This is an optimization exercise on Yosys and OpenROAD, whose aim is small area, not a production implementation.
RTL that was checked went through simulation tests only; none was proved equivalent to the original.
No functional check of the RTL was part of run 2.

### flow/flow/run.sh
#!/bin/bash
# Layout flow: the standard layout (standard.sh), with the port buffers
# made of the smallest buffer cell. Each tool's output goes to its own log
# under orfs/logs; this script's own output goes to flow_standard.log.
set -euo pipefail
export BUFFER_PORTS_ARGS="-buffer_cell sky130_fd_sc_hd__buf_1"
bash standard.sh finish > flow_standard.log 2>&1
### flow/standard.sh
#!/bin/bash
# synth_recipe.tcl (not shown) runs the flow's synth.tcl, then flattens the netlist and writes it again
# the make line also repeats each setting of config.mk as NAME=value (left out here)
make -C /OpenROAD-flow-scripts/flow DESIGN_CONFIG=/design/flow/config.mk WORK_HOME=/design/flow/orfs CLKGATE_MAP_FILE= SYNTH_SCRIPT=/design/flow/synth_recipe.tcl "${@:-finish}"
### flow/config.mk
export PLATFORM = sky130hd
export DESIGN_NAME = lsort_detect
export DESIGN_NICKNAME = lsort_detect
export VERILOG_FILES = /design/flow/design.v
export SDC_FILE = /design/flow/constraint.sdc
export NUM_CORES = 4
export LEC_CHECK = 0
export CAP_MARGIN = 20
export CORE_MARGIN = 2
export CORE_UTILIZATION = 40
export CTS_CLUSTER_DIAMETER = 100
export CTS_CLUSTER_SIZE = 30
export SLEW_MARGIN = 20
### flow/constraint.sdc
create_clock -name core_clock -period 14.0 [get_ports {clk}]
set_input_delay 2.8000 -clock core_clock [delete_from_list [all_inputs] [get_ports {clk}]]
set_output_delay 2.8000 -clock core_clock [all_outputs]
set_load 0.01 [all_outputs]
### flow/design.v
module lsd_filter (
    input  [11:0] x,
    input  [11:0] s1,
    input  [11:0] s2,
    output [11:0] d
);
  wire f0, f1, f2, f3, f4, f5, f6, f7;
  wire f8, f9, f10, f11, f12, f13, f14, f15;
  wire f16, f17, f18, f19, f20, f21, f22, f23;
  wire f24, f25, f26, f27, f28, f29, f30, f31;
  wire f32, f33, f34, f35, f36, f37, f38, f39;
  wire f40, f41, f42, f43, f44, f45, f46, f47;
  wire f48, f49, f50, f51, f52, f53, f54, f55;
  wire f56, f57, f58, f59, f60, f61, f62, f63;
  wire f64, f65, f66, f67, f68, f69, f70, f71;
  wire f72, f73, f74, f75, f76, f77, f78, f79;
  wire f80, f81, f82, f83, f84, f85, f86, f87;
  wire f88, f89, f90, f91, f92, f93, f94, f95;
  wire f96, f97, f98, f99, f100, f101, f102, f103;
  wire f104, f105, f106, f107, f108, f109, f110, f111;
  wire f112, f113, f114, f115, f116, f117, f118, f119;
  wire f120, f121, f122, f123, f124, f125, f126, f127;
  wire f128, f129, f130, f131, f132, f133, f134, f135;
  wire f136, f137, f138, f139, f140, f141, f142, f143;
  wire f144, f145, f146, f147, f148, f149, f150, f151;
  wire f152, f153, f154, f155, f156, f157, f158, f159;
  wire f160, f161, f162, f163, f164, f165, f166, f167;
  wire f168, f169, f170, f171, f172, f173, f174, f175;
  wire f176, f177, f178, f179, f180, f181, f182, f183;
  wire f184, f185, f186, f187, f188, f189, f190, f191;
  wire f192, f193, f194, f195, f196, f197, f198, f199;
  wire f200, f201, f202, f203, f204, f205, f206, f207;
  wire f208, f209, f210, f211, f212, f213, f214, f215;
  wire f216, f217;
  assign f0 = s1[1] ^ ~s2[0] ^ ~s2[1];
  assign f1 = (s1[1] & ~s2[0]) | (s1[1] & ~s2[1]) | (~s2[0] & ~s2[1]);
  assign f2 = s1[0] ^ s1[2] ^ ~s2[1];
  assign f3 = (s1[0] & s1[2]) | (s1[0] & ~s2[1]) | (s1[2] & ~s2[1]);
  assign f4 = s1[0] ^ s1[1] ^ s1[3];
  assign f5 = (s1[0] & s1[1]) | (s1[0] & s1[3]) | (s1[1] & s1[3]);
  assign f6 = s1[1] ^ s1[2] ^ s1[4];
  assign f7 = (s1[1] & s1[2]) | (s1[1] & s1[4]) | (s1[2] & s1[4]);
  assign f8 = s1[2] ^ s1[3] ^ s1[5];
  assign f9 = (s1[2] & s1[3]) | (s1[2] & s1[5]) | (s1[3] & s1[5]);
  assign f10 = s1[3] ^ s1[4] ^ s1[6];
  assign f11 = (s1[3] & s1[4]) | (s1[3] & s1[6]) | (s1[4] & s1[6]);
  assign f12 = ~s2[0] ^ ~s2[5] ^ ~s2[6];
  assign f13 = (~s2[0] & ~s2[5]) | (~s2[0] & ~s2[6]) | (~s2[5] & ~s2[6]);
  assign f14 = s1[0] ^ s1[4] ^ s1[5];
  assign f15 = (s1[0] & s1[4]) | (s1[0] & s1[5]) | (s1[4] & s1[5]);
  assign f16 = s1[7] ^ ~s2[0] ^ ~s2[1];
  assign f17 = (s1[7] & ~s2[0]) | (s1[7] & ~s2[1]) | (~s2[0] & ~s2[1]);
  assign f18 = ~(~s2[6] ^ ~s2[7]);
  assign f19 = ~s2[6] | ~s2[7];
  assign f20 = s1[1] ^ s1[5] ^ s1[6];
  assign f21 = (s1[1] & s1[5]) | (s1[1] & s1[6]) | (s1[5] & s1[6]);
  assign f22 = s1[8] ^ ~s2[1] ^ ~s2[2];
  assign f23 = (s1[8] & ~s2[1]) | (s1[8] & ~s2[2]) | (~s2[1] & ~s2[2]);
  assign f24 = s1[2] ^ s1[6] ^ s1[7];
  assign f25 = (s1[2] & s1[6]) | (s1[2] & s1[7]) | (s1[6] & s1[7]);
  assign f26 = s1[9] ^ ~s2[2] ^ ~s2[3];
  assign f27 = (s1[9] & ~s2[2]) | (s1[9] & ~s2[3]) | (~s2[2] & ~s2[3]);
  assign f28 = s1[0] ^ s1[3] ^ s1[7];
  assign f29 = (s1[0] & s1[3]) | (s1[0] & s1[7]) | (s1[3] & s1[7]);
  assign f30 = s1[8] ^ s1[10] ^ ~s2[3];
  assign f31 = (s1[8] & s1[10]) | (s1[8] & ~s2[3]) | (s1[10] & ~s2[3]);
  assign f32 = ~s2[4] ^ ~s2[9] ^ ~s2[10];
  assign f33 = (~s2[4] & ~s2[9]) | (~s2[4] & ~s2[10]) | (~s2[9] & ~s2[10]);
  assign f34 = s1[1] ^ s1[4] ^ s1[8];
  assign f35 = (s1[1] & s1[4]) | (s1[1] & s1[8]) | (s1[4] & s1[8]);
  assign f36 = s1[9] ^ ~s1[11] ^ ~s2[4];
  assign f37 = (s1[9] & ~s1[11]) | (s1[9] & ~s2[4]) | (~s1[11] & ~s2[4]);
  assign f38 = ~s2[5] ^ ~s2[10] ^ s2[11];
  assign f39 = (~s2[5] & ~s2[10]) | (~s2[5] & s2[11]) | (~s2[10] & s2[11]);
  assign f40 = s1[2] ^ s1[5] ^ s1[9];
  assign f41 = (s1[2] & s1[5]) | (s1[2] & s1[9]) | (s1[5] & s1[9]);
  assign f42 = s1[10] ^ ~s2[5] ^ ~s2[6];
  assign f43 = (s1[10] & ~s2[5]) | (s1[10] & ~s2[6]) | (~s2[5] & ~s2[6]);
  assign f44 = s1[3] ^ s1[6] ^ s1[10];
  assign f45 = (s1[3] & s1[6]) | (s1[3] & s1[10]) | (s1[6] & s1[10]);
  assign f46 = ~s1[11] ^ ~s2[6] ^ ~s2[7];
  assign f47 = (~s1[11] & ~s2[6]) | (~s1[11] & ~s2[7]) | (~s2[6] & ~s2[7]);
  assign f48 = s1[4] ^ s1[7] ^ ~s1[11];
  assign f49 = (s1[4] & s1[7]) | (s1[4] & ~s1[11]) | (s1[7] & ~s1[11]);
  assign f50 = s1[5] ^ s1[8] ^ ~s2[8];
  assign f51 = (s1[5] & s1[8]) | (s1[5] & ~s2[8]) | (s1[8] & ~s2[8]);
  assign f52 = s1[6] ^ s1[9] ^ ~s2[9];
  assign f53 = (s1[6] & s1[9]) | (s1[6] & ~s2[9]) | (s1[9] & ~s2[9]);
  assign f54 = s1[7] ^ s1[10] ^ ~s2[10];
  assign f55 = (s1[7] & s1[10]) | (s1[7] & ~s2[10]) | (s1[10] & ~s2[10]);
  assign f56 = s1[8] ^ ~s1[11] ^ s2[11];
  assign f57 = (s1[8] & ~s1[11]) | (s1[8] & s2[11]) | (~s1[11] & s2[11]);
  assign f58 = f1 ^ f2 ^ ~s2[2];
  assign f59 = (f1 & f2) | (f1 & ~s2[2]) | (f2 & ~s2[2]);
  assign f60 = f3 ^ f4 ^ ~s2[2];
  assign f61 = (f3 & f4) | (f3 & ~s2[2]) | (f4 & ~s2[2]);
  assign f62 = f5 ^ f6 ^ ~s2[3];
  assign f63 = (f5 & f6) | (f5 & ~s2[3]) | (f6 & ~s2[3]);
  assign f64 = f7 ^ f8 ^ ~s2[4];
  assign f65 = (f7 & f8) | (f7 & ~s2[4]) | (f8 & ~s2[4]);
  assign f66 = f9 ^ f10 ^ f12;
  assign f67 = (f9 & f10) | (f9 & f12) | (f10 & f12);
  assign f68 = f11 ^ f13 ^ f14;
  assign f69 = (f11 & f13) | (f11 & f14) | (f13 & f14);
  assign f70 = f15 ^ f17 ^ f19;
  assign f71 = (f15 & f17) | (f15 & f19) | (f17 & f19);
  assign f72 = f20 ^ f22 ^ ~s2[7];
  assign f73 = (f20 & f22) | (f20 & ~s2[7]) | (f22 & ~s2[7]);
  assign f74 = f21 ^ f23 ^ f24;
  assign f75 = (f21 & f23) | (f21 & f24) | (f23 & f24);
  assign f76 = f26 ^ ~s2[8] ^ ~s2[9];
  assign f77 = (f26 & ~s2[8]) | (f26 & ~s2[9]) | (~s2[8] & ~s2[9]);
  assign f78 = f25 ^ f27 ^ f28;
  assign f79 = (f25 & f27) | (f25 & f28) | (f27 & f28);
  assign f80 = f29 ^ f31 ^ f33;
  assign f81 = (f29 & f31) | (f29 & f33) | (f31 & f33);
  assign f82 = f34 ^ f36 ^ f38;
  assign f83 = (f34 & f36) | (f34 & f38) | (f36 & f38);
  assign f84 = f35 ^ f37 ^ f39;
  assign f85 = (f35 & f37) | (f35 & f39) | (f37 & f39);
  assign f86 = f40 ^ f42 ^ s2[11];
  assign f87 = (f40 & f42) | (f40 & s2[11]) | (f42 & s2[11]);
  assign f88 = f41 ^ f43 ^ f44;
  assign f89 = (f41 & f43) | (f41 & f44) | (f43 & f44);
  assign f90 = f45 ^ f47 ^ f48;
  assign f91 = (f45 & f47) | (f45 & f48) | (f47 & f48);
  assign f92 = f49 ^ f50 ^ ~s2[9];
  assign f93 = (f49 & f50) | (f49 & ~s2[9]) | (f50 & ~s2[9]);
  assign f94 = f51 ^ f52 ^ ~s2[10];
  assign f95 = (f51 & f52) | (f51 & ~s2[10]) | (f52 & ~s2[10]);
  assign f96 = f53 ^ f54 ^ s2[11];
  assign f97 = (f53 & f54) | (f53 & s2[11]) | (f54 & s2[11]);
  assign f98 = ~(f55 ^ f56);
  assign f99 = f55 | f56;
  assign f100 = f59 ^ f60 ^ ~s2[3];
  assign f101 = (f59 & f60) | (f59 & ~s2[3]) | (f60 & ~s2[3]);
  assign f102 = f61 ^ f62 ^ ~s2[4];
  assign f103 = (f61 & f62) | (f61 & ~s2[4]) | (f62 & ~s2[4]);
  assign f104 = f63 ^ f64 ^ ~s2[5];
  assign f105 = (f63 & f64) | (f63 & ~s2[5]) | (f64 & ~s2[5]);
  assign f106 = ~(f65 ^ f66);
  assign f107 = f65 | f66;
  assign f108 = f67 ^ f68 ^ f16;
  assign f109 = (f67 & f68) | (f67 & f16) | (f68 & f16);
  assign f110 = f69 ^ f70 ^ f72;
  assign f111 = (f69 & f70) | (f69 & f72) | (f70 & f72);
  assign f112 = f71 ^ f73 ^ f74;
  assign f113 = (f71 & f73) | (f71 & f74) | (f73 & f74);
  assign f114 = f75 ^ f77 ^ f78;
  assign f115 = (f75 & f77) | (f75 & f78) | (f77 & f78);
  assign f116 = f30 ^ f32 ^ x[0];
  assign f117 = (f30 & f32) | (f30 & x[0]) | (f32 & x[0]);
  assign f118 = f79 ^ f80 ^ f82;
  assign f119 = (f79 & f80) | (f79 & f82) | (f80 & f82);
  assign f120 = f81 ^ f83 ^ f84;
  assign f121 = (f81 & f83) | (f81 & f84) | (f83 & f84);
  assign f122 = f85 ^ f87 ^ f88;
  assign f123 = (f85 & f87) | (f85 & f88) | (f87 & f88);
  assign f124 = f89 ^ f90 ^ ~s2[7];
  assign f125 = (f89 & f90) | (f89 & ~s2[7]) | (f90 & ~s2[7]);
  assign f126 = f91 ^ f92 ^ x[5];
  assign f127 = (f91 & f92) | (f91 & x[5]) | (f92 & x[5]);
  assign f128 = f93 ^ f94 ^ x[6];
  assign f129 = (f93 & f94) | (f93 & x[6]) | (f94 & x[6]);
  assign f130 = f95 ^ f96 ^ x[7];
  assign f131 = (f95 & f96) | (f95 & x[7]) | (f96 & x[7]);
  assign f132 = f97 ^ f98 ^ x[8];
  assign f133 = (f97 & f98) | (f97 & x[8]) | (f98 & x[8]);
  assign f134 = f99 ^ f57 ^ s1[9];
  assign f135 = (f99 & f57) | (f99 & s1[9]) | (f57 & s1[9]);
  assign f136 = ~(s1[10] ^ x[10]);
  assign f137 = s1[10] | x[10];
  assign f138 = ~(~s1[11] ^ ~x[11]);
  assign f139 = ~s1[11] | ~x[11];
  assign f140 = f107 ^ f108 ^ f18;
  assign f141 = (f107 & f108) | (f107 & f18) | (f108 & f18);
  assign f142 = f109 ^ f110 ^ ~s2[8];
  assign f143 = (f109 & f110) | (f109 & ~s2[8]) | (f110 & ~s2[8]);
  assign f144 = f111 ^ f112 ^ f76;
  assign f145 = (f111 & f112) | (f111 & f76) | (f112 & f76);
  assign f146 = f113 ^ f114 ^ f116;
  assign f147 = (f113 & f114) | (f113 & f116) | (f114 & f116);
  assign f148 = f115 ^ f117 ^ f118;
  assign f149 = (f115 & f117) | (f115 & f118) | (f117 & f118);
  assign f150 = f119 ^ f120 ^ f86;
  assign f151 = (f119 & f120) | (f119 & f86) | (f120 & f86);
  assign f152 = f121 ^ f122 ^ f46;
  assign f153 = (f121 & f122) | (f121 & f46) | (f122 & f46);
  assign f154 = f123 ^ f124 ^ ~s2[8];
  assign f155 = (f123 & f124) | (f123 & ~s2[8]) | (f124 & ~s2[8]);
  assign f156 = ~(f125 ^ f126);
  assign f157 = f125 | f126;
  assign f158 = ~(f127 ^ f128);
  assign f159 = f127 | f128;
  assign f160 = f133 ^ f134 ^ x[9];
  assign f161 = (f133 & f134) | (f133 & x[9]) | (f134 & x[9]);
  assign f162 = f145 ^ f146 ^ x[11];
  assign f163 = (f145 & f146) | (f145 & x[11]) | (f146 & x[11]);
  assign f164 = f147 ^ f148 ^ x[1];
  assign f165 = (f147 & f148) | (f147 & x[1]) | (f148 & x[1]);
  assign f166 = f149 ^ f150 ^ x[2];
  assign f167 = (f149 & f150) | (f149 & x[2]) | (f150 & x[2]);
  assign f168 = f151 ^ f152 ^ x[3];
  assign f169 = (f151 & f152) | (f151 & x[3]) | (f152 & x[3]);
  assign f170 = f153 ^ f154 ^ x[4];
  assign f171 = (f153 & f154) | (f153 & x[4]) | (f154 & x[4]);
  assign f172 = f159 ^ f129 ^ f130;
  assign f173 = (f159 & f129) | (f159 & f130) | (f129 & f130);
  assign f174 = f161 ^ f135 ^ f136;
  assign f175 = (f161 & f135) | (f161 & f136) | (f135 & f136);
  assign f176 = f171 ^ f155 ^ f156;
  assign f177 = (f171 & f155) | (f171 & f156) | (f155 & f156);
  assign f178 = f173 ^ f131 ^ f132;
  assign f179 = (f173 & f131) | (f173 & f132) | (f131 & f132);
  assign f180 = f175 ^ f137 ^ f138;
  assign f181 = (f175 & f137) | (f175 & f138) | (f137 & f138);
  assign f182 = f177 ^ f157 ^ f158;
  assign f183 = (f177 & f157) | (f177 & f158) | (f157 & f158);
  assign f184 = (s1[0] & ~s2[0]) | (s1[0] & ~x[11]) | (~s2[0] & ~x[11]);
  assign f185 = (f0 & 1'b1) | (f0 & f184) | (1'b1 & f184);
  assign f186 = f58 & f185;
  assign f187 = f100 & f186;
  assign f188 = (f101 & f102) | (f101 & f187) | (f102 & f187);
  assign f189 = (f103 & f104) | (f103 & f188) | (f104 & f188);
  assign f190 = (f105 & f106) | (f105 & f189) | (f106 & f189);
  assign f191 = f140 & f190;
  assign f192 = (f141 & f142) | (f141 & f191) | (f142 & f191);
  assign f193 = (f143 & f144) | (f143 & f192) | (f144 & f192);
  assign f194 = f162 ^ f193;
  assign f195 = f162 & f193;
  assign f196 = f163 ^ f164 ^ f195;
  assign f197 = (f163 & f164) | (f163 & f195) | (f164 & f195);
  assign f198 = f165 ^ f166 ^ f197;
  assign f199 = (f165 & f166) | (f165 & f197) | (f166 & f197);
  assign f200 = f167 ^ f168 ^ f199;
  assign f201 = (f167 & f168) | (f167 & f199) | (f168 & f199);
  assign f202 = f169 ^ f170 ^ f201;
  assign f203 = (f169 & f170) | (f169 & f201) | (f170 & f201);
  assign f204 = f176 ^ f203;
  assign f205 = f176 & f203;
  assign f206 = f182 ^ f205;
  assign f207 = f182 & f205;
  assign f208 = f183 ^ f172 ^ f207;
  assign f209 = (f183 & f172) | (f183 & f207) | (f172 & f207);
  assign f210 = f178 ^ f209;
  assign f211 = f178 & f209;
  assign f212 = f179 ^ f160 ^ f211;
  assign f213 = (f179 & f160) | (f179 & f211) | (f160 & f211);
  assign f214 = f174 ^ f213;
  assign f215 = f174 & f213;
  assign f216 = f180 ^ f215;
  assign f217 = f180 & f215;
  assign d = {f216, f214, f212, f210, f208, f206, f204, f202, f200, f198, f196, f194};
endmodule
module lsd_mag (
    input  [11:0] d,
    input  [11:0] s2,
    output [11:0] y,
    output [10:0] u
);
  wire m0, m1, m2, m3, m4, m5, m6, m7;
  wire m8, m9, m10, m11, m12, m13, m14, m15;
  wire m16, m17, m18, m19, m20, m21, m22, m23;
  wire m24, m25, m26, m27, m28, m29, m30, m31;
  wire m32, m33, m34, m35, m36, m37, m38, m39;
  wire m40, m41, m42, m43, m44, m45, m46, m47;
  wire m48, m49, m50, m51, m52, m53, m54, m55;
  wire m56, m57, m58, m59, m60, m61, m62, m63;
  wire m64, m65, m66, m67, m68, m69, m70, m71;
  wire m72, m73, m74, m75, m76, m77, m78, m79;
  wire m80, m81, m82, m83, m84, m85, m86, m87;
  wire m88, m89, m90, m91, m92, m93, m94, m95;
  wire m96, m97, m98, m99, m100, m101, m102, m103;
  wire m104, m105, m106, m107, m108, m109, m110, m111;
  wire m112, m113, m114, m115, m116, m117, m118, m119;
  wire m120, m121, m122, m123, m124, m125, m126, m127;
  wire m128, m129, m130, m131, m132, m133, m134, m135;
  wire m136, m137, m138, m139, m140, m141, m142, m143;
  wire m144, m145, m146;
  assign m0 = ~(d[0] ^ ~s2[0]);
  assign m1 = d[0] | ~s2[0];
  assign m2 = m1 ^ d[1] ^ ~s2[1];
  assign m3 = (m1 & d[1]) | (m1 & ~s2[1]) | (d[1] & ~s2[1]);
  assign m4 = m3 ^ d[2] ^ ~s2[2];
  assign m5 = (m3 & d[2]) | (m3 & ~s2[2]) | (d[2] & ~s2[2]);
  assign m6 = m5 ^ d[3] ^ ~s2[3];
  assign m7 = (m5 & d[3]) | (m5 & ~s2[3]) | (d[3] & ~s2[3]);
  assign m8 = m7 ^ d[4] ^ ~s2[4];
  assign m9 = (m7 & d[4]) | (m7 & ~s2[4]) | (d[4] & ~s2[4]);
  assign m10 = m9 ^ d[5] ^ ~s2[5];
  assign m11 = (m9 & d[5]) | (m9 & ~s2[5]) | (d[5] & ~s2[5]);
  assign m12 = m11 ^ d[6] ^ ~s2[6];
  assign m13 = (m11 & d[6]) | (m11 & ~s2[6]) | (d[6] & ~s2[6]);
  assign m14 = m13 ^ d[7] ^ ~s2[7];
  assign m15 = (m13 & d[7]) | (m13 & ~s2[7]) | (d[7] & ~s2[7]);
  assign m16 = m15 ^ d[8] ^ ~s2[8];
  assign m17 = (m15 & d[8]) | (m15 & ~s2[8]) | (d[8] & ~s2[8]);
  assign m18 = m17 ^ d[9] ^ ~s2[9];
  assign m19 = (m17 & d[9]) | (m17 & ~s2[9]) | (d[9] & ~s2[9]);
  assign m20 = m19 ^ d[10] ^ ~s2[10];
  assign m21 = (m19 & d[10]) | (m19 & ~s2[10]) | (d[10] & ~s2[10]);
  assign m22 = m21 ^ ~d[11] ^ s2[11];
  assign m23 = (m21 & ~d[11]) | (m21 & s2[11]) | (~d[11] & s2[11]);
  assign m24 = m23 ^ 1'b1;
  assign m25 = m23 & 1'b1;
  assign m26 = ~m0 ^ m4 ^ ~m12;
  assign m27 = (~m0 & m4) | (~m0 & ~m12) | (m4 & ~m12);
  assign m28 = ~m2 ^ m6 ^ ~m14;
  assign m29 = (~m2 & m6) | (~m2 & ~m14) | (m6 & ~m14);
  assign m30 = m0 ^ ~m4 ^ m8;
  assign m31 = (m0 & ~m4) | (m0 & m8) | (~m4 & m8);
  assign m32 = m2 ^ ~m6 ^ m10;
  assign m33 = (m2 & ~m6) | (m2 & m10) | (~m6 & m10);
  assign m34 = m4 ^ ~m8 ^ m12;
  assign m35 = (m4 & ~m8) | (m4 & m12) | (~m8 & m12);
  assign m36 = m6 ^ ~m10 ^ m14;
  assign m37 = (m6 & ~m10) | (m6 & m14) | (~m10 & m14);
  assign m38 = m8 ^ ~m12 ^ m16;
  assign m39 = (m8 & ~m12) | (m8 & m16) | (~m12 & m16);
  assign m40 = m10 ^ ~m14 ^ m18;
  assign m41 = (m10 & ~m14) | (m10 & m18) | (~m14 & m18);
  assign m42 = m12 ^ ~m16 ^ m20;
  assign m43 = (m12 & ~m16) | (m12 & m20) | (~m16 & m20);
  assign m44 = m14 ^ ~m18 ^ m22;
  assign m45 = (m14 & ~m18) | (m14 & m22) | (~m18 & m22);
  assign m46 = m16 ^ ~m20 ^ ~m24;
  assign m47 = (m16 & ~m20) | (m16 & ~m24) | (~m20 & ~m24);
  assign m48 = ~(m18 ^ ~m22);
  assign m49 = m18 | ~m22;
  assign m50 = m29 ^ m30 ^ ~m16;
  assign m51 = (m29 & m30) | (m29 & ~m16) | (m30 & ~m16);
  assign m52 = m31 ^ m32 ^ ~m18;
  assign m53 = (m31 & m32) | (m31 & ~m18) | (m32 & ~m18);
  assign m54 = m33 ^ m34 ^ ~m20;
  assign m55 = (m33 & m34) | (m33 & ~m20) | (m34 & ~m20);
  assign m56 = m35 ^ m36 ^ ~m22;
  assign m57 = (m35 & m36) | (m35 & ~m22) | (m36 & ~m22);
  assign m58 = m37 ^ m38 ^ m24;
  assign m59 = (m37 & m38) | (m37 & m24) | (m38 & m24);
  assign m60 = ~(m39 ^ m40);
  assign m61 = m39 | m40;
  assign m62 = ~(m41 ^ m42);
  assign m63 = m41 | m42;
  assign m64 = ~(m43 ^ m44);
  assign m65 = m43 | m44;
  assign m66 = m49 ^ m20 ^ m24;
  assign m67 = (m49 & m20) | (m49 & m24) | (m20 & m24);
  assign m68 = ~(m57 ^ m58);
  assign m69 = m57 | m58;
  assign m70 = m65 ^ m45 ^ m46;
  assign m71 = (m65 & m45) | (m65 & m46) | (m45 & m46);
  assign m72 = ~(m67 ^ m22);
  assign m73 = m67 | m22;
  assign m74 = m69 ^ m59 ^ m60;
  assign m75 = (m69 & m59) | (m69 & m60) | (m59 & m60);
  assign m76 = m71 ^ m47 ^ m48;
  assign m77 = (m71 & m47) | (m71 & m48) | (m47 & m48);
  assign m78 = m75 ^ m61 ^ m62;
  assign m79 = (m75 & m61) | (m75 & m62) | (m61 & m62);
  assign m80 = m79 ^ m63 ^ m64;
  assign m81 = (m79 & m63) | (m79 & m64) | (m63 & m64);
  assign m82 = ~m0 & 1'b1;
  assign m83 = ~m2 & m82;
  assign m84 = ~m4 & m83;
  assign m85 = ~m6 & m84;
  assign m86 = (m0 & ~m8) | (m0 & m85) | (~m8 & m85);
  assign m87 = (m2 & ~m10) | (m2 & m86) | (~m10 & m86);
  assign m88 = (m26 & 1'b1) | (m26 & m87) | (1'b1 & m87);
  assign m89 = (m27 & m28) | (m27 & m88) | (m28 & m88);
  assign m90 = m50 & m89;
  assign m91 = m51 ^ m52 ^ m90;
  assign m92 = (m51 & m52) | (m51 & m90) | (m52 & m90);
  assign m93 = m53 ^ m54 ^ m92;
  assign m94 = (m53 & m54) | (m53 & m92) | (m54 & m92);
  assign m95 = m55 ^ m56 ^ m94;
  assign m96 = (m55 & m56) | (m55 & m94) | (m56 & m94);
  assign m97 = m68 ^ m96;
  assign m98 = m68 & m96;
  assign m99 = m74 ^ m98;
  assign m100 = m74 & m98;
  assign m101 = m78 ^ m100;
  assign m102 = m78 & m100;
  assign m103 = m80 ^ m102;
  assign m104 = m80 & m102;
  assign m105 = m81 ^ m70 ^ m104;
  assign m106 = (m81 & m70) | (m81 & m104) | (m70 & m104);
  assign m107 = m76 ^ m106;
  assign m108 = m76 & m106;
  assign m109 = m77 ^ m66 ^ m108;
  assign m110 = (m77 & m66) | (m77 & m108) | (m66 & m108);
  assign m111 = m72 ^ m110;
  assign m112 = m72 & m110;
  assign m113 = m73 ^ ~m24 ^ m112;
  assign m114 = (m73 & ~m24) | (m73 & m112) | (~m24 & m112);
  assign m115 = m91 ^ m113;
  assign m116 = m115 ^ m113;
  assign m117 = m115 & m113;
  assign m118 = m93 ^ m113;
  assign m119 = m118 ^ m117;
  assign m120 = m118 & m117;
  assign m121 = m95 ^ m113;
  assign m122 = m121 ^ m120;
  assign m123 = m121 & m120;
  assign m124 = m97 ^ m113;
  assign m125 = m124 ^ m123;
  assign m126 = m124 & m123;
  assign m127 = m99 ^ m113;
  assign m128 = m127 ^ m126;
  assign m129 = m127 & m126;
  assign m130 = m101 ^ m113;
  assign m131 = m130 ^ m129;
  assign m132 = m130 & m129;
  assign m133 = m103 ^ m113;
  assign m134 = m133 ^ m132;
  assign m135 = m133 & m132;
  assign m136 = m105 ^ m113;
  assign m137 = m136 ^ m135;
  assign m138 = m136 & m135;
  assign m139 = m107 ^ m113;
  assign m140 = m139 ^ m138;
  assign m141 = m139 & m138;
  assign m142 = m109 ^ m113;
  assign m143 = m142 ^ m141;
  assign m144 = m142 & m141;
  assign m145 = m111 ^ m113;
  assign m146 = m145 ^ m144;
  assign u = {m146, m143, m140, m137, m134, m131, m128, m125, m122, m119, m116};
  assign y = {m113, m111, m109, m107, m105, m103, m101, m99, m97, m95, m93, m91};
endmodule
module lsd_radix (
    input  [23:0] c,
    input  [23:0] v,
    input  [3:0] kc,
    output bit1,
    output [23:0] co,
    output [3:0] kco
);
  wire r0, r1, r2, r3, r4, r5, r6, r7;
  wire r8, r9, r10, r11, r12, r13, r14, r15;
  wire r16, r17, r18, r19, r20, r21, r22, r23;
  wire r24, r25, r26, r27, r28, r29, r30, r31;
  wire r32, r33, r34, r35, r36, r37, r38, r39;
  wire r40, r41, r42, r43, r44, r45, r46, r47;
  wire r48, r49, r50, r51, r52, r53, r54, r55;
  wire r56, r57, r58, r59, r60, r61, r62, r63;
  wire r64, r65, r66, r67, r68, r69, r70;
  assign r0 = c[0] & ~v[0];
  assign r1 = c[1] & ~v[1];
  assign r2 = c[2] & ~v[2];
  assign r3 = c[3] & ~v[3];
  assign r4 = c[4] & ~v[4];
  assign r5 = c[5] & ~v[5];
  assign r6 = c[6] & ~v[6];
  assign r7 = c[7] & ~v[7];
  assign r8 = c[8] & ~v[8];
  assign r9 = c[9] & ~v[9];
  assign r10 = c[10] & ~v[10];
  assign r11 = c[11] & ~v[11];
  assign r12 = c[12] & ~v[12];
  assign r13 = c[13] & ~v[13];
  assign r14 = c[14] & ~v[14];
  assign r15 = c[15] & ~v[15];
  assign r16 = c[16] & ~v[16];
  assign r17 = c[17] & ~v[17];
  assign r18 = c[18] & ~v[18];
  assign r19 = c[19] & ~v[19];
  assign r20 = c[20] & ~v[20];
  assign r21 = c[21] & ~v[21];
  assign r22 = c[22] & ~v[22];
  assign r23 = c[23] & ~v[23];
  assign r24 = r0 ^ r1 ^ r2;
  assign r25 = (r0 & r1) | (r0 & r2) | (r1 & r2);
  assign r26 = r3 ^ r4 ^ r5;
  assign r27 = (r3 & r4) | (r3 & r5) | (r4 & r5);
  assign r28 = r6 ^ r7 ^ r8;
  assign r29 = (r6 & r7) | (r6 & r8) | (r7 & r8);
  assign r30 = r9 ^ r10 ^ r11;
  assign r31 = (r9 & r10) | (r9 & r11) | (r10 & r11);
  assign r32 = r12 ^ r13 ^ r14;
  assign r33 = (r12 & r13) | (r12 & r14) | (r13 & r14);
  assign r34 = r15 ^ r16 ^ r17;
  assign r35 = (r15 & r16) | (r15 & r17) | (r16 & r17);
  assign r36 = r18 ^ r19 ^ r20;
  assign r37 = (r18 & r19) | (r18 & r20) | (r19 & r20);
  assign r38 = r21 ^ r22 ^ r23;
  assign r39 = (r21 & r22) | (r21 & r23) | (r22 & r23);
  assign r40 = r24 ^ r26 ^ r28;
  assign r41 = (r24 & r26) | (r24 & r28) | (r26 & r28);
  assign r42 = r30 ^ r32 ^ r34;
  assign r43 = (r30 & r32) | (r30 & r34) | (r32 & r34);
  assign r44 = r25 ^ r27 ^ r29;
  assign r45 = (r25 & r27) | (r25 & r29) | (r27 & r29);
  assign r46 = r31 ^ r33 ^ r35;
  assign r47 = (r31 & r33) | (r31 & r35) | (r33 & r35);
  assign r48 = r40 ^ r42 ^ r36;
  assign r49 = (r40 & r42) | (r40 & r36) | (r42 & r36);
  assign r50 = r41 ^ r43 ^ r44;
  assign r51 = (r41 & r43) | (r41 & r44) | (r43 & r44);
  assign r52 = r46 ^ r37 ^ r39;
  assign r53 = (r46 & r37) | (r46 & r39) | (r37 & r39);
  assign r54 = r45 ^ r47 ^ kc[2];
  assign r55 = (r45 & r47) | (r45 & kc[2]) | (r47 & kc[2]);
  assign r56 = r48 ^ r38 ^ kc[0];
  assign r57 = (r48 & r38) | (r48 & kc[0]) | (r38 & kc[0]);
  assign r58 = r49 ^ r50 ^ r52;
  assign r59 = (r49 & r50) | (r49 & r52) | (r50 & r52);
  assign r60 = r51 ^ r53 ^ r54;
  assign r61 = (r51 & r53) | (r51 & r54) | (r53 & r54);
  assign r62 = r57 ^ r58 ^ kc[1];
  assign r63 = (r57 & r58) | (r57 & kc[1]) | (r58 & kc[1]);
  assign r64 = r61 ^ r55 ^ kc[3];
  assign r65 = (r61 & r55) | (r61 & kc[3]) | (r55 & kc[3]);
  assign r66 = r63 ^ r59 ^ r60;
  assign r67 = (r63 & r59) | (r63 & r60) | (r59 & r60);
  assign r68 = r67 ^ r64;
  assign r69 = r67 & r64;
  assign r70 = (1'b0 & r62 & r66 & (r67 | r64)) | (1'b0 & r66 & (r67 | r64)) | (1'b0 & (r67 | r64)) | ((r67 & r64));
  assign bit1 = ~(r70 | r65);
  assign kco = bit1 ? {r68, r66, r62, r56} : kc;
  assign co = bit1 ? (c & v) : (c & ~v);
endmodule
module lsd_pop (
    input  [22:0] z,
    output [4:0] cnt
);
  wire p0, p1, p2, p3, p4, p5, p6, p7;
  wire p8, p9, p10, p11, p12, p13, p14, p15;
  wire p16, p17, p18, p19, p20, p21, p22, p23;
  wire p24, p25, p26, p27, p28, p29, p30, p31;
  wire p32, p33, p34, p35, p36, p37, p38, p39;
  wire p40, p41, p42, p43;
  assign p0 = z[0] ^ z[1] ^ z[2];
  assign p1 = (z[0] & z[1]) | (z[0] & z[2]) | (z[1] & z[2]);
  assign p2 = z[3] ^ z[4] ^ z[5];
  assign p3 = (z[3] & z[4]) | (z[3] & z[5]) | (z[4] & z[5]);
  assign p4 = z[6] ^ z[7] ^ z[8];
  assign p5 = (z[6] & z[7]) | (z[6] & z[8]) | (z[7] & z[8]);
  assign p6 = z[9] ^ z[10] ^ z[11];
  assign p7 = (z[9] & z[10]) | (z[9] & z[11]) | (z[10] & z[11]);
  assign p8 = z[12] ^ z[13] ^ z[14];
  assign p9 = (z[12] & z[13]) | (z[12] & z[14]) | (z[13] & z[14]);
  assign p10 = z[15] ^ z[16] ^ z[17];
  assign p11 = (z[15] & z[16]) | (z[15] & z[17]) | (z[16] & z[17]);
  assign p12 = z[18] ^ z[19] ^ z[20];
  assign p13 = (z[18] & z[19]) | (z[18] & z[20]) | (z[19] & z[20]);
  assign p14 = ~(z[21] ^ z[22]);
  assign p15 = z[21] | z[22];
  assign p16 = p0 ^ p2 ^ p4;
  assign p17 = (p0 & p2) | (p0 & p4) | (p2 & p4);
  assign p18 = p6 ^ p8 ^ p10;
  assign p19 = (p6 & p8) | (p6 & p10) | (p8 & p10);
  assign p20 = p1 ^ p3 ^ p5;
  assign p21 = (p1 & p3) | (p1 & p5) | (p3 & p5);
  assign p22 = p7 ^ p9 ^ p11;
  assign p23 = (p7 & p9) | (p7 & p11) | (p9 & p11);
  assign p24 = ~(p13 ^ p15);
  assign p25 = p13 | p15;
  assign p26 = p16 ^ p18 ^ p12;
  assign p27 = (p16 & p18) | (p16 & p12) | (p18 & p12);
  assign p28 = p17 ^ p19 ^ p20;
  assign p29 = (p17 & p19) | (p17 & p20) | (p19 & p20);
  assign p30 = p21 ^ p23 ^ p25;
  assign p31 = (p21 & p23) | (p21 & p25) | (p23 & p25);
  assign p32 = p27 ^ p28 ^ p22;
  assign p33 = (p27 & p28) | (p27 & p22) | (p28 & p22);
  assign p34 = p33 ^ p29 ^ p30;
  assign p35 = (p33 & p29) | (p33 & p30) | (p29 & p30);
  assign p36 = p26 ^ p14;
  assign p37 = p26 & p14;
  assign p38 = p32 ^ p24 ^ p37;
  assign p39 = (p32 & p24) | (p32 & p37) | (p24 & p37);
  assign p40 = p34 ^ p39;
  assign p41 = p34 & p39;
  assign p42 = p35 ^ p31 ^ p41;
  assign p43 = (p35 & p31) | (p35 & p41) | (p31 & p41);
  assign cnt = {p43, p42, p40, p38, p36};
endmodule
`timescale 1ns / 1ps
module lsort_detect (
    input               clk,
    input               rst_n,
    input               in_valid,
    input        [ 1:0] in_channel,
    input        [11:0] in_data,
    output logic        out_valid,
    output logic [ 1:0] out_channel,
    output logic [10:0] out_data,
    output logic        out_spike,
    output logic [38:0] out_time
);
  localparam int NS = 24;   
  localparam int NB1 = 4;   
  logic [1:0] ph;
  always_ff @(posedge clk or negedge rst_n)
    if (!rst_n) ph <= 2'd0;
    else ph <= ph + 2'd1;
  logic [1:0] dly;
  logic [3:1] ev;
  logic [11:0] ed1, ed2, ed3;
  assign dly = in_channel - ph;
  always_ff @(posedge clk or negedge rst_n)
    if (!rst_n) ev <= '0;
    else begin
      ev[1] <= in_valid && dly == 2'd3;
      ev[2] <= ev[1] || (in_valid && dly == 2'd2);
      ev[3] <= ev[2] || (in_valid && dly == 2'd1);
    end
  always_ff @(posedge clk) begin
    ed1 <= in_data;
    ed2 <= (in_valid && dly == 2'd2) ? in_data : ed1;
    ed3 <= (in_valid && dly == 2'd1) ? in_data : ed2;
  end
  logic pv;
  logic [11:0] x;
  assign pv = ev[3] || (in_valid && dly == 2'd0);
  assign x  = ev[3] ? ed3 : in_data;
  logic [23:0] flt0, flt1, flt2, flt3;   
  logic seen3;
  always_ff @(posedge clk or negedge rst_n)
    if (!rst_n) seen3 <= 1'b0;
    else if (pv && ph == 2'd3) seen3 <= 1'b1;
  logic [11:0] s1, s2, d;
  assign s1 = seen3 ? flt3[23:12] : 12'd0;
  assign s2 = seen3 ? flt3[11:0] : 12'd0;
  lsd_filter u_filter (
      .x (x),
      .s1(s1),
      .s2(s2),
      .d (d)
  );
  logic v1;
  logic [11:0] s2o;
  always_ff @(posedge clk or negedge rst_n)
    if (!rst_n) v1 <= 1'b0;
    else v1 <= pv;
  always_ff @(posedge clk) begin
    flt0 <= pv ? {d, s1} : flt3;
    flt1 <= flt0;
    flt2 <= flt1;
    flt3 <= flt2;
    s2o  <= s2;
  end
  logic [10:0] u;
  logic [11:0] y;
  logic [5:0] g;
  lsd_mag u_mag (
      .d (flt0[23:12]),
      .s2(s2o),
      .y (y),
      .u (u)
  );
  always_comb
    if (y[11]) g = (&y[10:6]) ? ~y[5:0] : 6'd63;
    else if (y[10:6] != 0) g = 6'd63;
    else g = (y[5:0] == 0) ? 6'd0 : y[5:0] - 6'd1;
  logic [NS-1:0][5:0] win0, win1, win2, win3;   
  always_ff @(posedge clk) begin
    win0[0] <= v1 ? g : win3[0];
    for (int j = 1; j < NS; j++) win0[j] <= v1 ? win3[j-1] : win3[j];
    win1 <= win0;
    win2 <= win1;
    win3 <= win2;
  end
  logic [4:0] fill;
  always_ff @(posedge clk or negedge rst_n)
    if (!rst_n) fill <= '0;
    else if (v1 && ph == 2'd0 && fill != 5'd24) fill <= fill + 5'd1;
  logic [NS-1:1] z1;
  logic [4:0] cnt1;
  always_comb for (int j = 1; j < NS; j++) z1[j] = (5'(j) <= fill) && !win3[j-1][5];
  lsd_pop u_pop (
      .z  (z1),
      .cnt(cnt1)
  );
  logic v2;
  logic [10:0] u2;
  logic [4:0] cnt1_q;
  always_ff @(posedge clk or negedge rst_n)
    if (!rst_n) v2 <= 1'b0;
    else v2 <= v1;
  always_ff @(posedge clk) begin
    u2 <= u;
    cnt1_q <= cnt1;
  end
  logic is3;
  logic [NS-1:0] vld;   
  assign is3 = (ph == 2'd1);
  always_comb for (int j = 0; j < NS; j++) vld[j] = 5'(j) + {4'd0, is3} <= fill;
  logic [5:0][NS-1:0] vb0, vb1;   
  always_comb
    for (int b = 0; b < 6; b++)
      for (int j = 0; j < NS; j++) begin
        vb0[b][j] = win0[j][b];
        vb1[b][j] = win1[j][b];
      end
  logic [6:0][NS-1:0] cand;
  logic [6:0][3:0] kc;
  logic [5:0] mb;
  logic [NS-1:0] cand_q;
  logic [3:0] kc_q;
  logic [5:0] mb_q;
  logic [4:0] s1c;
  assign s1c = cnt1_q + {4'd0, !win0[0][5]};
  assign mb[5] = s1c < 5'd16;
  assign kc[1] = mb[5] ? s1c[3:0] : 4'd3;
  assign cand[1] = mb[5] ? (vld & vb0[5]) : (vld & ~vb0[5]);
  genvar i;
  generate
    for (i = 1; i < 6; i++) begin : gen_step
      logic [NS-1:0] ci;
      logic [3:0] ki;
      if (i == NB1) begin : gen_m2
        assign ci = cand_q;
        assign ki = kc_q;
      end else begin : gen_m1
        assign ci = cand[i];
        assign ki = kc[i];
      end
      lsd_radix u_radix (
          .c   (ci),
          .v   (i < NB1 ? vb0[5-i] : vb1[5-i]),
          .kc  (ki),
          .bit1(mb[5-i]),
          .co  (cand[i+1]),
          .kco (kc[i+1])
      );
    end
  endgenerate
  logic v3;
  logic [10:0] u3;
  always_ff @(posedge clk or negedge rst_n)
    if (!rst_n) v3 <= 1'b0;
    else v3 <= v2;
  always_ff @(posedge clk) begin
    u3 <= u2;
    cand_q <= cand[NB1];
    kc_q <= kc[NB1];
    mb_q <= mb;
  end
  logic [5:0] med, q;
  always_comb
    for (int b = 0; b < 6; b++) med[b] = (b >= 6 - NB1) ? mb_q[b] : mb[b];
  assign q = u3[10:5] - {5'd0, u3[4:0] == 5'd0};
  assign out_valid = v3;
  assign out_data  = u3;
  assign out_spike = (u3 != 11'd0) && (q > med);
  logic [40:0] cnt, cnt_carry;
  assign {out_time, out_channel} = cnt;
  always_comb begin
    cnt_carry[0] = v3;
    for (int b = 1; b < 41; b++) cnt_carry[b] = cnt_carry[b-1] & cnt[b-1];
  end
  always_ff @(posedge clk or negedge rst_n)
    if (!rst_n) cnt <= '0;
    else cnt <= cnt ^ cnt_carry;
endmodule
==> summary.txt, run 1 <==
setup slack after layout=between 0.5 and 0.6 ns; status=complete, no violations; DP HPWL=~44 mm; vias per cell=roughly 4.5; Die Ht=approximately 280 um; worst hold path type=reg -> reg; Worst path max stage delay=just under 0.6 ns; number of synthesized register bits=roughly 830; io pins=71; fin. max-slew vios=0; Final Hold Violating Endpoints=0; Area Growth Syn to Fin=10.1%; WP buf/inv=14; Tot GR Track Use=between 10 and 15%; share of cells above drive strength 1=about 14%; CP endpoint kind=flop; Period minus WS final=13.43 ns; Post-CTS Hold Buffers=0; first-pass GRT wire length=slightly above 90 mm; die area=~79000 um2; Worst EP required=about 15 ns; TritonCTS clock tree=yes; number of global-route vias before repair=17003; initial antenna violation count=0; Post-synth EDFFs=0; std cell rows=roughly 100; largest net degree at the start of global routing=slightly above 60; synth unique cells=70; critical path's slowest cell=fa_1; Seq/Total Area, Yosys=54.9%; Post-Synthesis Cells=roughly 2300; Setup CP Type=reg -> reg; CTS Buffer Depth=3; drt pass-1 iters=7; Die X=roughly 280 um; GRT overflow=0; worst slew pin tran=approximately 0.81 ns; Num CTS Buffers=34; Crit path top cell by count=fa_1; Layout Nets=between 2000 and 3000; final worst path period share=a little over nine tenths; worst clock skew=about 0.036 ns; worst hold margin=approximately 0.31 ns; CP top delay family=adder cells; Post-synth ARST share=around 6.6%; Post-Place Worst Slack=-0.257 ns; syn avg cell area=~13 um2; Core ar.=between 70000 and 80000 um2; vias=about 16000; antenna fix cells=0; remaining antenna violation count=0; average wire per standard cell=between 15 and 20 um; filler cell count=just under 7000; crit-path max FO=10; DRC errors left=0; Mapped Nets=about 2700; routability cong.=0.863; DRT Wirelength=~58 mm; CTS Root Cell=clkbuf_16; Yosys warning total=1; slew margin rel.=a little under half; # Max-Cap Violations=0; clk sinks=about 830; Mapped Area=30900 um2; final setup vio count=0; Main synth FF type=dfxtp_1; Initial Utilization=between 40 and 50%; Arr. time, crit path=roughly 14 ns; Port-buffer cells=70; Worst setup SP type=flop; htree depth=2; Clock transition at path regs=0.11 ns; clock latency (worst-skew pair)=0.60 ns; DRT iter0 DRCs=a little over 800; Max Clk Rate=between 70 and 80 MHz
metrics by stage:
| step | cells | area (um2) | util, % | setup TNS (ns) |
|---|---|---|---|---|
| floorplan | 2340 | 30900 | - | 0 |
| global placement | 3422 | 32500 | 42.7 | 0 |
| detailed placement | 3422 | 32500 | 42.7 | -4.25 |
| CTS | 3477 | 33600 | 44.1 | 0 |
| global route | 3495 | 34000 | 44.6 | -0.0168 |
| finish | 3495 | 34000 | 44.6 | 0 |
cells in the final DEF, fill, tap and decap left out, drive strengths merged, types with 6 or more instances in the layout:
cell type	count
ha	106
a21oi	31
or3	9
fa	253
buf	126
inv	302
and4	6
nand4	7
dfxtp	779
nor3b	20
o21ai	40
nand3	10
a21o	10
nor4	12
xor2	36
nor3	20
or2	11
nand2	70
nor2b	29
dfrtp	55
nor2	51
mux2i	9
nand2b	16
nand3b	25
nand4b	8
xnor2	111
mux2	188
a211oi	6
clkbuf	48
layer usage:
layer  global-route usage [%]  wire [um]
met5                        0          0
met4                     4.12       1430
met3                     1.85       1710
met2                     24.8      27600
met1                     20.7      27200
final cells by class:
| cell class | instances | area (um2) | share of cell area [%] |
|---|---|---|---|
| repair buffers | 130 | 856 | 2.52 |
| multi-input cells | 1152 | 12800 | 37.5 |
| flip-flops and latches | 834 | 17000 | 49.9 |
| inverters | 300 | 1130 | 3.32 |
| clock buffers | 44 | 910 | 2.67 |
| well taps | 1030 | 1290 | 3.79 |
| clock inverters | 5 | 95.1 | 0.280 |
sequential cells by signal, summed over array words and instances (netlist names), 24 cells and up:
name    count
flt2       24
cand_q     24
cnt        41
flt1       24
flt3       24
win1      144
flt0       24
win3      144
win0      144
win2      144
cell usage after synthesis (all sizes together), types with 31 or more instances:
cell type    n  area share [%]
dfxtp      779              50
xnor2      111             3.2
ha         106             4.3
a21oi       31            0.50
fa         253              16
inv        299             3.6
xor2        36             1.0
nor2        51            0.62
dfrtp       55             4.5
nand2       70            0.85
o21ai       40            0.65
mux2       188             6.9
path summary, 6_finish.rpt:
kind / startpoint / to / slack, ns / depth (start not counted)
worst max-delay path: win0[5] / cand_q[7] / 0.57 / 53
worst min-delay path: flt2[2] / flt3[2] / 0.31 / 0
worst max register to register: win0[5] / cand_q[7] / 0.57 / 53
worst min register to register: flt2[2] / flt3[2] / 0.31 / 0
max in group asynchronous: rst_n / v1 / 11.13 / 2
min in group asynchronous: rst_n / ev[1] / 2.32 / 2
repair_timing:
item / 4_1_cts / 5_1_grt
setup buffers: 6 / 14
setup endpoints to repair: 28 / 29
resized for setup: 2 / 53
pin swaps: 1 / 11
cloned: 0 / 3
logic make-up (layout without fill, tap and decap cells):
| group | count (synthesis) | count (layout) | synth area share (%) |
|---|---|---|---|
| AOI/OAI and AO/OA | 127 | 127 | 2.66 |
| xor gates and xnor gates | 148 | 148 | 4.27 |
| adders and majority gates | 363 | 363 | 20.8 |
| buffers and inverters | 354 | 479 | 4.42 |
| DFF | 834 | 834 | 54.9 |
| muxes | 197 | 197 | 7.14 |
| and+or+nand+nor | 317 | 317 | 5.74 |
==> run 2: changes to the inputs <==
--- a/flow/design.v
+++ b/flow/design.v
@@ -519,62 +519,6 @@
   assign kco = bit1 ? {r68, r66, r62, r56} : kc;
   assign co = bit1 ? (c & v) : (c & ~v);
 endmodule
-module lsd_pop (
-    input  [22:0] z,
-    output [4:0] cnt
-);
-  wire p0, p1, p2, p3, p4, p5, p6, p7;
-  wire p8, p9, p10, p11, p12, p13, p14, p15;
-  wire p16, p17, p18, p19, p20, p21, p22, p23;
-  wire p24, p25, p26, p27, p28, p29, p30, p31;
-  wire p32, p33, p34, p35, p36, p37, p38, p39;
-  wire p40, p41, p42, p43;
-  assign p0 = z[0] ^ z[1] ^ z[2];
-  assign p1 = (z[0] & z[1]) | (z[0] & z[2]) | (z[1] & z[2]);
-  assign p2 = z[3] ^ z[4] ^ z[5];
-  assign p3 = (z[3] & z[4]) | (z[3] & z[5]) | (z[4] & z[5]);
-  assign p4 = z[6] ^ z[7] ^ z[8];
-  assign p5 = (z[6] & z[7]) | (z[6] & z[8]) | (z[7] & z[8]);
-  assign p6 = z[9] ^ z[10] ^ z[11];
-  assign p7 = (z[9] & z[10]) | (z[9] & z[11]) | (z[10] & z[11]);
-  assign p8 = z[12] ^ z[13] ^ z[14];
-  assign p9 = (z[12] & z[13]) | (z[12] & z[14]) | (z[13] & z[14]);
-  assign p10 = z[15] ^ z[16] ^ z[17];
-  assign p11 = (z[15] & z[16]) | (z[15] & z[17]) | (z[16] & z[17]);
-  assign p12 = z[18] ^ z[19] ^ z[20];
-  assign p13 = (z[18] & z[19]) | (z[18] & z[20]) | (z[19] & z[20]);
-  assign p14 = ~(z[21] ^ z[22]);
-  assign p15 = z[21] | z[22];
-  assign p16 = p0 ^ p2 ^ p4;
-  assign p17 = (p0 & p2) | (p0 & p4) | (p2 & p4);
-  assign p18 = p6 ^ p8 ^ p10;
-  assign p19 = (p6 & p8) | (p6 & p10) | (p8 & p10);
-  assign p20 = p1 ^ p3 ^ p5;
-  assign p21 = (p1 & p3) | (p1 & p5) | (p3 & p5);
-  assign p22 = p7 ^ p9 ^ p11;
-  assign p23 = (p7 & p9) | (p7 & p11) | (p9 & p11);
-  assign p24 = ~(p13 ^ p15);
-  assign p25 = p13 | p15;
-  assign p26 = p16 ^ p18 ^ p12;
-  assign p27 = (p16 & p18) | (p16 & p12) | (p18 & p12);
-  assign p28 = p17 ^ p19 ^ p20;
-  assign p29 = (p17 & p19) | (p17 & p20) | (p19 & p20);
-  assign p30 = p21 ^ p23 ^ p25;
-  assign p31 = (p21 & p23) | (p21 & p25) | (p23 & p25);
-  assign p32 = p27 ^ p28 ^ p22;
-  assign p33 = (p27 & p28) | (p27 & p22) | (p28 & p22);
-  assign p34 = p33 ^ p29 ^ p30;
-  assign p35 = (p33 & p29) | (p33 & p30) | (p29 & p30);
-  assign p36 = p26 ^ p14;
-  assign p37 = p26 & p14;
-  assign p38 = p32 ^ p24 ^ p37;
-  assign p39 = (p32 & p24) | (p32 & p37) | (p24 & p37);
-  assign p40 = p34 ^ p39;
-  assign p41 = p34 & p39;
-  assign p42 = p35 ^ p31 ^ p41;
-  assign p43 = (p35 & p31) | (p35 & p41) | (p31 & p41);
-  assign cnt = {p43, p42, p40, p38, p36};
-endmodule
 `timescale 1ns / 1ps
 module lsort_detect (
     input               clk,
@@ -586,7 +530,7 @@
     output logic [ 1:0] out_channel,
     output logic [10:0] out_data,
     output logic        out_spike,
-    output logic [38:0] out_time
+    output logic [37:0] out_time
 );
   localparam int NS = 24;   
   localparam int NB1 = 4;   
@@ -594,26 +538,32 @@
   always_ff @(posedge clk or negedge rst_n)
     if (!rst_n) ph <= 2'd0;
     else ph <= ph + 2'd1;
-  logic [1:0] dly;
-  logic [3:1] ev;
-  logic [11:0] ed1, ed2, ed3;
-  assign dly = in_channel - ph;
+  logic [3:1] dv;
+  logic [1:0] dc1, dc2, dc3;
+  logic [11:0] dd1, dd2, dd3;
   always_ff @(posedge clk or negedge rst_n)
-    if (!rst_n) ev <= '0;
-    else begin
-      ev[1] <= in_valid && dly == 2'd3;
-      ev[2] <= ev[1] || (in_valid && dly == 2'd2);
-      ev[3] <= ev[2] || (in_valid && dly == 2'd1);
-    end
+    if (!rst_n) dv <= '0;
+    else dv <= {dv[2:1], in_valid};
   always_ff @(posedge clk) begin
-    ed1 <= in_data;
-    ed2 <= (in_valid && dly == 2'd2) ? in_data : ed1;
-    ed3 <= (in_valid && dly == 2'd1) ? in_data : ed2;
+    dc1 <= in_channel;
+    dd1 <= in_data;
+    dc2 <= dc1;
+    dd2 <= dd1;
+    dc3 <= dc2;
+    dd3 <= dd2;
   end
   logic pv;
   logic [11:0] x;
-  assign pv = ev[3] || (in_valid && dly == 2'd0);
-  assign x  = ev[3] ? ed3 : in_data;
+  always_comb begin
+    pv = 1'b1;
+    if (in_valid && in_channel == ph) x = in_data;
+    else if (dv[1] && dc1 == ph) x = dd1;
+    else if (dv[2] && dc2 == ph) x = dd2;
+    else begin
+      x  = dd3;
+      pv = dv[3] && dc3 == ph;
+    end
+  end
   logic [23:0] flt0, flt1, flt2, flt3;   
   logic seen3;
   always_ff @(posedge clk or negedge rst_n)
@@ -661,31 +611,18 @@
     win2 <= win1;
     win3 <= win2;
   end
-  logic [4:0] fill;
-  always_ff @(posedge clk or negedge rst_n)
-    if (!rst_n) fill <= '0;
-    else if (v1 && ph == 2'd0 && fill != 5'd24) fill <= fill + 5'd1;
-  logic [NS-1:1] z1;
-  logic [4:0] cnt1;
-  always_comb for (int j = 1; j < NS; j++) z1[j] = (5'(j) <= fill) && !win3[j-1][5];
-  lsd_pop u_pop (
-      .z  (z1),
-      .cnt(cnt1)
-  );
   logic v2;
   logic [10:0] u2;
-  logic [4:0] cnt1_q;
   always_ff @(posedge clk or negedge rst_n)
     if (!rst_n) v2 <= 1'b0;
     else v2 <= v1;
-  always_ff @(posedge clk) begin
-    u2 <= u;
-    cnt1_q <= cnt1;
-  end
-  logic is3;
+  always_ff @(posedge clk) u2 <= u;
+  logic [4:0] fill;
+  always_ff @(posedge clk or negedge rst_n)
+    if (!rst_n) fill <= '0;
+    else if (v2 && ph == 2'd1 && fill != 5'd24) fill <= fill + 5'd1;
   logic [NS-1:0] vld;   
-  assign is3 = (ph == 2'd1);
-  always_comb for (int j = 0; j < NS; j++) vld[j] = 5'(j) + {4'd0, is3} <= fill;
+  always_comb for (int j = 0; j < NS; j++) vld[j] = 5'(j) <= fill;
   logic [5:0][NS-1:0] vb0, vb1;   
   always_comb
     for (int b = 0; b < 6; b++)
@@ -699,14 +636,11 @@
   logic [NS-1:0] cand_q;
   logic [3:0] kc_q;
   logic [5:0] mb_q;
-  logic [4:0] s1c;
-  assign s1c = cnt1_q + {4'd0, !win0[0][5]};
-  assign mb[5] = s1c < 5'd16;
-  assign kc[1] = mb[5] ? s1c[3:0] : 4'd3;
-  assign cand[1] = mb[5] ? (vld & vb0[5]) : (vld & ~vb0[5]);
+  assign cand[0] = vld;
+  assign kc[0] = 4'd3;   
   genvar i;
   generate
-    for (i = 1; i < 6; i++) begin : gen_step
+    for (i = 0; i < 6; i++) begin : gen_step
       logic [NS-1:0] ci;
       logic [3:0] ki;
       if (i == NB1) begin : gen_m2
@@ -744,11 +678,11 @@
   assign out_valid = v3;
   assign out_data  = u3;
   assign out_spike = (u3 != 11'd0) && (q > med);
-  logic [40:0] cnt, cnt_carry;
+  logic [39:0] cnt, cnt_carry;
   assign {out_time, out_channel} = cnt;
   always_comb begin
     cnt_carry[0] = v3;
-    for (int b = 1; b < 41; b++) cnt_carry[b] = cnt_carry[b-1] & cnt[b-1];
+    for (int b = 1; b < 40; b++) cnt_carry[b] = cnt_carry[b-1] & cnt[b-1];
   end
   always_ff @(posedge clk or negedge rst_n)
     if (!rst_n) cnt <= '0;
==> flow/run.sh (new file) <==
#!/bin/bash
# synth_recipe.tcl (not shown) runs the flow's synth.tcl, then flattens the netlist and writes it again
# the make line also repeats each setting of config.mk as NAME=value (left out here)
make -C /OpenROAD-flow-scripts/flow DESIGN_CONFIG=/design/flow/config.mk WORK_HOME=/design/flow/orfs CLKGATE_MAP_FILE= SYNTH_SCRIPT=/design/flow/synth_recipe.tcl finish
--- a/flow/config.mk
+++ b/flow/config.mk
@@ -8,6 +8,4 @@
 export CAP_MARGIN = 20
 export CORE_MARGIN = 2
 export CORE_UTILIZATION = 40
-export CTS_CLUSTER_DIAMETER = 100
-export CTS_CLUSTER_SIZE = 30
 export SLEW_MARGIN = 20
removed: flow/flow/run.sh
removed: flow/standard.sh
==> run 2 against run 1 <==
  * The layout now fails its checks (setup timing)
  * Critical path type unchanged
  * Cell count increased by 4.9%
  * Design area rose by 9.6%
==> summary.txt, run 2 <==
Post-synth ARST share=6.47% (-0.12 points); Final Hold Violating Endpoints=0 (unchanged); worst slew pin tran=1.02 ns (+0.205 ns); Post-synth EDFFs=0 (unchanged); Worst EP required=14.52 ns (about the same); routability cong.=0.846 (-2.0%); slew margin rel.=32.2% (-14 points); Clock transition at path regs=0.06 ns (-0.05 ns); die area=78400 um2 (-1.4%); remaining antenna violation count=0 (unchanged); final worst path period share=112% (+16 points); post-synth top area share=51.3% (+0.77 points); Tot GR Track Use=15.2% (+0.21 points); Arr. time, crit path=16.13 ns (+2.19 ns); average wire per standard cell=15.8 um (-4.7%); syn avg cell area=13.2 um2 (-0.14%); Area Growth Syn to Fin=22.4%; worst hold path type=reg -> reg; vias=16137 (+1.8%); antenna fix cells=0 (unchanged); crit-path max FO=16 (+6); CTS Buffer Depth=3 (unchanged); share of cells above drive strength 1=24.7% (+10 points); status=finished with violations; commonest non-fill, non-tap cell in the layout=dfxtp_1; Core Util, Final=49.3% (+4.6 points); critical path's slowest cell=fa_2; GRT overflow=0 (unchanged); Initial Utilization=40.2% (-0.29 points); final setup vio count=29 (+29); Max Clk Rate=64.0 MHz (-14%); fin. max-slew vios=0 (unchanged); Cell Count Post-Placement=3465 (+1.3%); number of global-route vias before repair=17666 (+3.9%); Compound-Gate Fraction of Synth Area=2.58% (-0.082 points); vias per cell=4.40 (-3.0%); initial antenna violation count=0 (unchanged); DRC errors left=0 (unchanged); violated checks=setup timing; Port-buffer cells=69 (-1.4%); synth unique cells=63 (-10%); post-synthesis adder-cell area fraction=20.7% (-0.16 points); Mapped Nets=2677 (-1.4%); CTS Root Cell=clkbuf_16; unrepaired setup endpoints after global routing=true; DRT Wirelength=58.0 mm (about the same); Setup CP Type=reg -> reg; DRT iter0 DRCs=622 (-23%); DP HPWL=42.3 mm (-4.3%); number of synthesized register bits=834 (unchanged); Final Instance Area=37300 um2 (+9.6%); drt pass-1 iters=5 (-2); Worst path max stage delay=0.56 ns (-0.02 ns); Die X=280 um (-0.68%); Yosys warning total=1 (unchanged); count leader, synth=dfxtp_1; Seq/Total Area, Yosys=55.7% (+0.75 points); simple-gate share of the synthesized area=6.06% (+0.33 points); std cell rows=101 (unchanged); post-synthesis mux area share=6.27% (-0.88 points); Num CTS Buffers=80 (+140%); Placement Cell Area=33600 um2 (+3.3%); Core ar.=75700 um2 (-0.66%); TritonCTS clock tree=yes; worst clock skew=0.0433 ns (+0.00736 ns); Layout Nets=2991 (+5.8%); Mapped Area=30500 um2 (-1.4%); xor-xnor portion of the synthesized cell area=4.44% (+0.17 points); Post-CTS Hold Buffers=0 (unchanged); Post-Synthesis Cells=2311 (-1.2%); Period minus WS final=15.62 ns (+2.19 ns); first-pass GRT wire length=94.0 mm (+0.47%); setup slack after layout=-1.62 ns (-2.19 ns); commonest cells in the netlist=dfxtp_1, inv_1, fa_1, mux2_2, xnor2_1; Main synth FF type=dfxtp_1; most frequent cells in the layout=dfxtp_1, inv_1, fa_1; setup TNS=-45.07 ns (-45.07 ns); Crit path top cell by count=fa_2; CP endpoint kind=flop; Worst setup SP type=flop; Die Ht=280 um (-0.68%); clock latency (worst-skew pair)=0.64 ns (+0.04 ns); largest net degree at the start of global routing=63 (+3.3%); top post-synthesis cells by area=dfxtp_1, fa_1, mux2_2; # Max-Cap Violations=0 (unchanged); htree depth=3 (+1); io pins=70 (-1.4%); clk sinks=834 (unchanged); area leader, netlist=dfxtp_1; fin cells=3667 (+4.9%); largest family of logic cells by synthesized area=adder cells
[run 2: cell types whose count changed after synthesis, sizes merged, moves of 8 or more]
cell | before | now
ha | 106 | 95
inv | 299 | 280
mux2 | 188 | 155
nand2 | 70 | 55
nand3 | 10 | 19
nor2 | 51 | 86
nor3 | 20 | 12
nor4 | 12 | 4
or2 | 11 | 28
xnor2 | 111 | 98
xor2 | 36 | 54
[run 2: layout make-up]
| cell class | count | area (um2) |
|---|---|---|
| multi-input combinational | 1140 | 12700 |
| clock inverter | 33 | 452 |
| timing repair buffer | 289 | 2540 |
| sequential | 834 | 17000 |
| tap | 978 | 1220 |
| fill | 6574 | 38400 |
| inverter | 280 | 1060 |
| clock buffer | 113 | 2320 |
[run 2: cell families after synthesis]
family,after synthesis
compound gates,124
simple gates,341
xor+xnor,153
fa+ha+maj,351
buf+inv,337
flops,834
mux,171
[run 2: layer usage]
metal | track usage, % | share of wire, %
met5 | 0 | 0
met4 | 5.22 | 2.7
met3 | 2.49 | 2.5
met2 | 25.6 | 49
met1 | 19.8 | 46
[run 2: repair_timing]
item / 4_1_cts / 5_1_grt
pin swaps: 1 / 48
setup buffers: 35 / 17
cloned: 2 / 3
resized for setup: 23 / 73
setup endpoints to repair: 29 / 29
[run 2: worst max-delay path, delay by kind of cell, from the launching register on]
| family | cells | cell delay (ns) |
|---|---|---|
| adder cells (fa/ha/maj) | 28 | 10.41 |
| AND/OR/NAND/NOR | 8 | 1.91 |
| buffers and inverters | 19 | 1.60 |
| AO/OA/AOI/OAI | 3 | 0.47 |
| flip-flops | 1 | 0.45 |
| XOR/XNOR | 3 | 0.36 |
| multiplexers | 1 | 0.30 |
[run 2: worst paths after layout]
| kind | start | endpoint | slack, ns | cells after the start |
|---|---|---|---|---|
| max in group asynchronous | rst_n | v1 | 11.14 | 2 |
| worst min register to register | flt2[5] | flt3[5] | 0.28 | 0 |
| worst max register to register | fill[1] | kc_q[1] | -1.62 | 62 |
| worst min-delay path | flt2[5] | flt3[5] | 0.28 | 0 |
| worst max-delay path | fill[1] | kc_q[1] | -1.62 | 62 |
| min in group asynchronous | rst_n | dv[1] | 2.30 | 2 |
[run 2: stage by stage]
stage	worst slack, ns	hold slack (ns)
2_1_floorplan	-1.45	0.310
3_3_place_gp	-1.49	0.310
3_5_place_dp	-1.77	0.312
4_1_cts	-1.52	0.282
5_1_grt	-2.09	0.300
6_report	-1.62	0.282

-- static timing again, ports no longer ideal --
The flow's constraints put no driver on any port. The routed layouts listed below were extracted and timed again, unchanged, in two steps.
Step 1, drivers: a clkbuf_16 drives clk and a buf_2 each remaining input, both assumed.
Step 2 moves the port delays by t, midway between the first and last clock arrival at a register: inputs arrive t later, outputs are due t later. That takes back most of the time a late clock gives input paths.
a / b / c = no drivers / after step 1 / after step 2; a / b = the first two.
run	shift t [ns]	setup WS [ns]	slew at the worst register clock pin (ns)
run 1	0.642	0.573 / 0.573 / 0.573	0.11 / 0.11
run 2	0.677	-1.616 / -1.616 / -1.616	0.07 / 0.07
